This design comes from an exercise in tuning for small area, a short achievable clock period and few clock cycles on the open sky130 flow, not from production work. Power figures rest on the tool's default switching activity, not on a simulated workload.

==> 05-24 <==
==> flow/design.v <==
module gift_shop_part1(
    input clk,
    input rst,
    input [31:0] data_in,
    input valid_in,
    output ready,
    output reg finished,
    output [63:0] result
);
    assign ready = !rst;
    reg [1:0]  wc;
    reg [31:0] ra, rb;
    reg eph, sph, m1, m2, m3, m4;
    reg [2:0]  kz;
    reg [17:0] zu;
    reg [16:0] zv;
    reg [15:0] th;
    reg [34:0] pp;
    reg [53:0] acc;
    reg [5:0]  rcnt;
    assign result = {10'd0, acc};
    function [16:0] nines;
        input [2:0] e;
        case (e)
            3'd1: nines = 17'd9;
            3'd2: nines = 17'd99;
            3'd3: nines = 17'd999;
            3'd4: nines = 17'd9999;
            3'd5: nines = 17'd99999;
            default: nines = 17'd0;
        endcase
    endfunction
    function [16:0] hfac;    
        input [2:0] e;
        case (e)
            3'd1: hfac = 17'd11;
            3'd2: hfac = 17'd101;
            3'd3: hfac = 17'd1001;
            3'd4: hfac = 17'd10001;
            default: hfac = 17'd100001;
        endcase
    endfunction
    function [6:0] m10; input [3:0] d;
        case (d) 4'd0: m10 = 0; 4'd1: m10 = 10; 4'd2: m10 = 20; 4'd3: m10 = 30; 4'd4: m10 = 40;
        4'd5: m10 = 50; 4'd6: m10 = 60; 4'd7: m10 = 70; 4'd8: m10 = 80; default: m10 = 90; endcase
    endfunction
    function [9:0] m100; input [3:0] d;
        case (d) 4'd0: m100 = 0; 4'd1: m100 = 100; 4'd2: m100 = 200; 4'd3: m100 = 300; 4'd4: m100 = 400;
        4'd5: m100 = 500; 4'd6: m100 = 600; 4'd7: m100 = 700; 4'd8: m100 = 800; default: m100 = 900; endcase
    endfunction
    function [13:0] m1000; input [3:0] d;
        case (d) 4'd0: m1000 = 0; 4'd1: m1000 = 1000; 4'd2: m1000 = 2000; 4'd3: m1000 = 3000; 4'd4: m1000 = 4000;
        4'd5: m1000 = 5000; 4'd6: m1000 = 6000; 4'd7: m1000 = 7000; 4'd8: m1000 = 8000; default: m1000 = 9000; endcase
    endfunction
    function [16:0] m10000; input [3:0] d;
        case (d) 4'd0: m10000 = 0; 4'd1: m10000 = 10000; 4'd2: m10000 = 20000; 4'd3: m10000 = 30000; 4'd4: m10000 = 40000;
        4'd5: m10000 = 50000; 4'd6: m10000 = 60000; 4'd7: m10000 = 70000; 4'd8: m10000 = 80000; default: m10000 = 90000; endcase
    endfunction
    wire [16:0] b_in = ra[16:0];
    wire [2:0]  k_in = ra[19:17];
    wire [39:0] un = eph ? {rb[7:0], ra} : {ra[31:24], rb[7:0], rb[31:8]};
    reg  [3:0]  nd;
    integer i;
    always @* begin
        nd = 4'd1;
        for (i = 1; i < 10; i = i + 1)
            if (un[4*i +: 4] != 4'd0) nd = i + 1;
    end
    wire [2:0] ku = eph ? nd[3:1] : k_in;
    reg  [19:0] hh, ll;
    always @* begin
        case (ku)
            3'd1: begin hh = {16'd0, un[7:4]};    ll = {16'd0, un[3:0]};  end
            3'd2: begin hh = {12'd0, un[15:8]};   ll = {12'd0, un[7:0]};  end
            3'd3: begin hh = {8'd0,  un[23:12]};  ll = {8'd0,  un[11:0]}; end
            3'd4: begin hh = {4'd0,  un[31:16]};  ll = {4'd0,  un[15:0]}; end
            3'd5: begin hh = un[39:20];           ll = un[19:0];          end
            default: begin hh = 20'd0; ll = 20'd0; end
        endcase
    end
    wire [20:0] cmp = {1'b0, ll} + {1'b0, ~hh} + {20'd0, eph};
    wire f = !cmp[20];
    wire [3:0] k2 = {k_in, 1'b0};
    wire use_alt = eph ? nd[0] : (nd != k2);
    wire zero_s = (k_in == 3'd0) || (nd > k2);
    wire [2:0] kalt = eph ? nd[3:1] : k_in - 3'd1;
    reg [19:0] hd;
    always @* begin
        case (kalt)
            3'd1: hd = 20'h00009;
            3'd2: hd = 20'h00099;
            3'd3: hd = 20'h00999;
            3'd4: hd = 20'h09999;
            3'd5: hd = 20'h99999;
            default: hd = 20'h00000;
        endcase
        if (!use_alt) hd = hh;
    end
    wire fx = f && !use_alt;
    wire [16:0] v0 = {13'd0, hd[3:0]};
    wire [16:0] v1 = {10'd0, m10(hd[7:4])};
    wire [16:0] v2 = {7'd0, m100(hd[11:8])};
    wire [16:0] v3 = {3'd0, m1000(hd[15:12])};
    wire [16:0] v4 = m10000(hd[19:16]);
    wire [16:0] xb = eph ? 17'h1ffff : b_in;
    wire [17:0] u_s = {1'b0, xb} + v0 + v1 + v2 + v3 + v4 + {17'd0, !fx};
    wire [16:0] v_s0 = b_in - (v0 + v1 + v2 + v3 + v4) + {16'd0, fx};
    wire [16:0] v_s = zero_s ? 17'd0 : v_s0;
    wire [16:0] ures = u_s[16:0];
    wire [16:0] mx = m1 ? zv : m2 ? pp[17:1] : {1'b0, th};
    wire [17:0] my = m1 ? zu : {1'b0, hfac(kz)};
    wire [34:0] pr = mx * my;
    always @(posedge clk) begin
        if (rst) begin
            wc <= 2'd0;
            eph <= 1'b0;
            sph <= 1'b0;
            m1 <= 1'b0;
            m2 <= 1'b0;
            m3 <= 1'b0;
            m4 <= 1'b0;
            acc <= 54'd0;
            rcnt <= 6'd0;
            finished <= 1'b0;
        end else begin
            eph <= valid_in && wc == 2'd1;
            sph <= valid_in && wc == 2'd2;
            m1 <= sph;
            m2 <= m1;
            m3 <= m2;
            m4 <= m3;
            if (valid_in) wc <= (wc == 2'd2) ? 2'd0 : wc + 2'd1;
            if ((m3 || m4) && !finished)
                acc <= acc + (m4 ? {2'b0, pp[34:0], 17'd0} : {19'd0, pp});
            if (m4) rcnt <= rcnt + 6'd1;
            if (m4 && rcnt == 6'd33) finished <= 1'b1;
        end
        if (valid_in && wc == 2'd0) ra <= data_in;
        if (valid_in && wc == 2'd1) rb <= data_in;
        if (valid_in && wc == 2'd2) begin
            rb[7:0] <= data_in[7:0];
            ra[31:24] <= data_in[15:8];
        end
        if (eph) ra[19:0] <= {nd[3:1], ures};
        if (sph) kz <= k_in;
        zu <= u_s;
        zv <= v_s;
        th <= pp[33:18];
        pp <= pr;
    end
endmodule
==> flow/run.sh <==
#!/bin/bash
# synth_recipe.tcl (not shown) runs the flow's synth.tcl, then flattens the netlist and writes it again
# the make line also repeats each setting of config.mk as NAME=value (left out here)
make -C /OpenROAD-flow-scripts/flow DESIGN_CONFIG=/design/flow/config.mk WORK_HOME=/design/flow/orfs CLKGATE_MAP_FILE= SYNTH_SCRIPT=/design/flow/synth_recipe.tcl finish
==> flow/config.mk <==
export PLATFORM = sky130hd
export DESIGN_NAME = gift_shop_part1
export DESIGN_NICKNAME = gift_shop_part1
export VERILOG_FILES = /design/flow/design.v
export SDC_FILE = /design/flow/constraint.sdc
export NUM_CORES = 4
export LEC_CHECK = 0
export CAP_MARGIN = 20
export CORE_MARGIN = 2
export CORE_UTILIZATION = 40
export PLACE_DENSITY = 0.6
export SETUP_SLACK_MARGIN = 5
export SLEW_MARGIN = 20
==> flow/constraint.sdc <==
create_clock -name core_clock -period 10.0 [get_ports {clk}]
set_input_delay 2.0000 -clock core_clock [delete_from_list [all_inputs] [get_ports {clk}]]
set_output_delay 2.0000 -clock core_clock [all_outputs]
set_load 0.01 [all_outputs]
==> 02-22: changes against 05-24 <==
--- a/flow/config.mk
+++ b/flow/config.mk
@@ -9,5 +9,4 @@
 export CORE_MARGIN = 2
 export CORE_UTILIZATION = 40
 export PLACE_DENSITY = 0.6
-export SETUP_SLACK_MARGIN = 5
 export SLEW_MARGIN = 20
==> 01-16: changes against 05-24 <==
==> flow/design.v, changed modules only <==
module gift_shop_part1(
    input clk,
    input rst,
    input [31:0] data_in,
    input valid_in,
    output ready,
    output reg finished,
    output [63:0] result
);
    assign ready = !rst;
    reg [1:0]  wc;
    reg [31:0] r0;       
    reg [31:0] r1;       
    reg [15:0] r2;       
    reg eph, sph, s2, m1, m2, m3, m4;
    reg [16:0] b_r;      
    reg [16:0] c_r;      
    reg [2:0]  k_r;
    reg        zero_r;
    reg [37:0] z;        
    reg [34:0] pp;       
    reg [53:0] acc;
    reg [5:0]  rcnt;
    assign result = {10'd0, acc};
    function [16:0] pow10;
        input [2:0] e;
        case (e)
            3'd0: pow10 = 17'd1;
            3'd1: pow10 = 17'd10;
            3'd2: pow10 = 17'd100;
            3'd3: pow10 = 17'd1000;
            3'd4: pow10 = 17'd10000;
            default: pow10 = 17'd100000;
        endcase
    endfunction
    function [16:0] nines;
        input [2:0] e;
        case (e)
            3'd1: nines = 17'd9;
            3'd2: nines = 17'd99;
            3'd3: nines = 17'd999;
            3'd4: nines = 17'd9999;
            3'd5: nines = 17'd99999;
            default: nines = 17'd0;
        endcase
    endfunction
    wire [39:0] un = eph ? {r1[7:0], r0} : {r2, r1[31:8]};
    reg  [3:0]  nd;
    integer i;
    always @* begin
        nd = 4'd1;
        for (i = 1; i < 10; i = i + 1)
            if (un[4*i +: 4] != 4'd0) nd = i + 1;
    end
    wire [2:0] ku = eph ? nd[3:1] : k_r;
    reg  [19:0] hh, ll;
    always @* begin
        case (ku)
            3'd1: begin hh = {16'd0, un[7:4]};    ll = {16'd0, un[3:0]};  end
            3'd2: begin hh = {12'd0, un[15:8]};   ll = {12'd0, un[7:0]};  end
            3'd3: begin hh = {8'd0,  un[23:12]};  ll = {8'd0,  un[11:0]}; end
            3'd4: begin hh = {4'd0,  un[31:16]};  ll = {4'd0,  un[15:0]}; end
            3'd5: begin hh = un[39:20];           ll = un[19:0];          end
            default: begin hh = 20'd0; ll = 20'd0; end
        endcase
    end
    wire lt = ll < hh;
    wire gt = ll > hh;
    wire f  = eph ? lt : !gt;
    wire [16:0] hconv = hh[3:0] + hh[7:4] * 4'd10 + hh[11:8] * 7'd100
                      + hh[15:12] * 10'd1000 + hh[19:16] * 14'd10000 - f;
    wire [3:0] k2 = {k_r, 1'b0};
    wire use_alt = eph ? nd[0] : (nd != k2);
    wire [16:0] alt = nines(eph ? nd[3:1] : k_r - 3'd1);
    wire [16:0] ures = use_alt ? alt : hconv;
    wire zero_s = (k_r == 3'd0) || (nd > k2);
    wire [17:0] u = b_r + c_r + 18'd1;
    wire [16:0] v = b_r - c_r;
    wire [17:0] p_s = u[0] ? u : {1'b0, u[17:1]};
    wire [16:0] q_s = zero_r ? 17'd0 : (u[0] ? {1'b0, v[16:1]} : v);
    wire [16:0] mx = m1 ? z[16:0] : m2 ? pp[16:0] : z[33:17];
    wire [17:0] my = m1 ? z[34:17] : {1'b0, pow10(z[37:35])};
    wire [34:0] pr = mx * my;
    always @(posedge clk) begin
        if (rst) begin
            wc <= 2'd0;
            eph <= 1'b0;
            sph <= 1'b0;
            s2 <= 1'b0;
            m1 <= 1'b0;
            m2 <= 1'b0;
            m3 <= 1'b0;
            m4 <= 1'b0;
            acc <= 54'd0;
            rcnt <= 6'd0;
            finished <= 1'b0;
        end else begin
            eph <= valid_in && wc == 2'd1;
            sph <= valid_in && wc == 2'd2;
            s2 <= sph;
            m1 <= s2;
            m2 <= m1;
            m3 <= m2;
            m4 <= m3;
            if (valid_in) wc <= (wc == 2'd2) ? 2'd0 : wc + 2'd1;
            if ((m2 || m3 || m4) && !finished)
                acc <= acc + (m4 ? {2'b0, pp, 17'd0} : {19'd0, pp});
            if (m4) rcnt <= rcnt + 6'd1;
            if (m4 && rcnt == 6'd33) finished <= 1'b1;
        end
        if (valid_in && wc == 2'd0) r0 <= data_in;
        if (valid_in && wc == 2'd1) r1 <= data_in;
        if (valid_in && wc == 2'd2) r2 <= data_in[15:0];
        if (eph) begin
            b_r <= ures;
            k_r <= nd[3:1];
        end
        if (sph) begin
            c_r <= ures;
            zero_r <= zero_s;
        end
        if (s2) z <= {k_r, p_s, q_s};
        if (m2) z[33:17] <= {1'b0, pp[32:17]};
        pp <= pr;
    end
endmodule
--- a/flow/config.mk
+++ b/flow/config.mk
@@ -9,5 +9,4 @@
 export CORE_MARGIN = 2
 export CORE_UTILIZATION = 40
 export PLACE_DENSITY = 0.6
-export SETUP_SLACK_MARGIN = 5
 export SLEW_MARGIN = 20
==> comparison <==
01-16 completed with no timing, DRC or antenna violations. 05-24 finished with timing, DRC and antenna clean. 02-22 ran to the end with no violations.
Routed wire length, lowest first: 01-16, 02-22, 05-24.
Sequential power is about the same in 02-22 and 05-24.
Worst setup slack: 05-24 > 01-16 > 02-22.
The lowest combinational power belongs to 02-22, the highest to 05-24.
Global-route usage, lowest first: 01-16, 02-22, 05-24.
Of 02-22 and 05-24, 05-24 has the higher maximum frequency (gap about 16%, measured against 05-24).
First-iteration DRC count, lowest first: 02-22, 01-16, 05-24.
==> figures <==
| metric | 05-24 | 02-22 | 01-16 |
|---|---|---|---|
| Run status | no timing/DRC/antenna violations | no timing/DRC/antenna violations | no timing/DRC/antenna violations |
| Simple-gate share of the synthesized area | 0.1682 | 0.1682 | 0.1545 |
| Metal3 WL | 4.634 mm | 3.939 mm | 3.482 mm |
| Largest net degree at the start of global routing | 61 | 73 | 70 |
| Depth of the most critical reg-to-reg path | 32 | 32 | 27 |
| DRT Wirelength | 87.88 mm | 81.73 mm | 78.66 mm |
| Leakage | 14.95 nW | 13.24 nW | 14.07 nW |
| Portion of total power attributed to combinational logic | 0.658 | 0.568 | 0.559 |
| Core area | 0.06692 mm² | 0.06692 mm² | 0.07015 mm² |
| Power consumed by the clock network | 1.05 mW | 0.961 mW | 1.15 mW |
| Part of the power in registers | 0.187 | 0.246 | 0.258 |
| Sequential element share of the synthesized area | 0.1899 | 0.1899 | 0.2379 |
| Portion of total power attributed to the clock network | 0.155 | 0.187 | 0.184 |
| Ratio of layout area to synthesized area | 1.2654x | 1.0996x | 1.1023x |
| Height of the chip | 263.5 µm | 263.5 µm | 270.2 µm |
| Clock Network Area Fraction | 0.02756 | 0.02893 | 0.03279 |
Function was not checked in any run of this note: the RTL went through the layout flow alone.

port drivers added, routing unchanged:
The flow's constraints put no driver on any port. The routed layouts listed below were extracted and timed again, unchanged, in two steps.
Step 1 (the two cells are an assumption about what drives the block):
set clk [get_ports {clk}]
set_driving_cell -lib_cell sky130_fd_sc_hd__clkbuf_16 $clk
set_driving_cell -lib_cell sky130_fd_sc_hd__buf_2 [delete_from_list [all_inputs] $clk]
Step 2 moves the port delays by t, midway between the first and last clock arrival at a register: inputs arrive t later, outputs are due t later. That takes back most of the time a late clock gives input paths.
a / b / c = ideal / step 1 / step 2; a / b = the first two.
run	t (ns)	setup WS [ns]	worst setup path after step 2	latest minus earliest clock arrival (ns)	worst data-port slew with drivers (ns)
05-24	0.623	2.666 / 2.666 / 2.666	register to register	0.047 / 0.047	0.05
02-22	0.601	1.239 / 1.239 / 1.239	register to register	0.017 / 0.017	0.06
01-16	0.627	1.250 / 1.250 / 1.250	register to register	0.020 / 0.020	0.04
After both steps setup and hold are still met in every run listed.
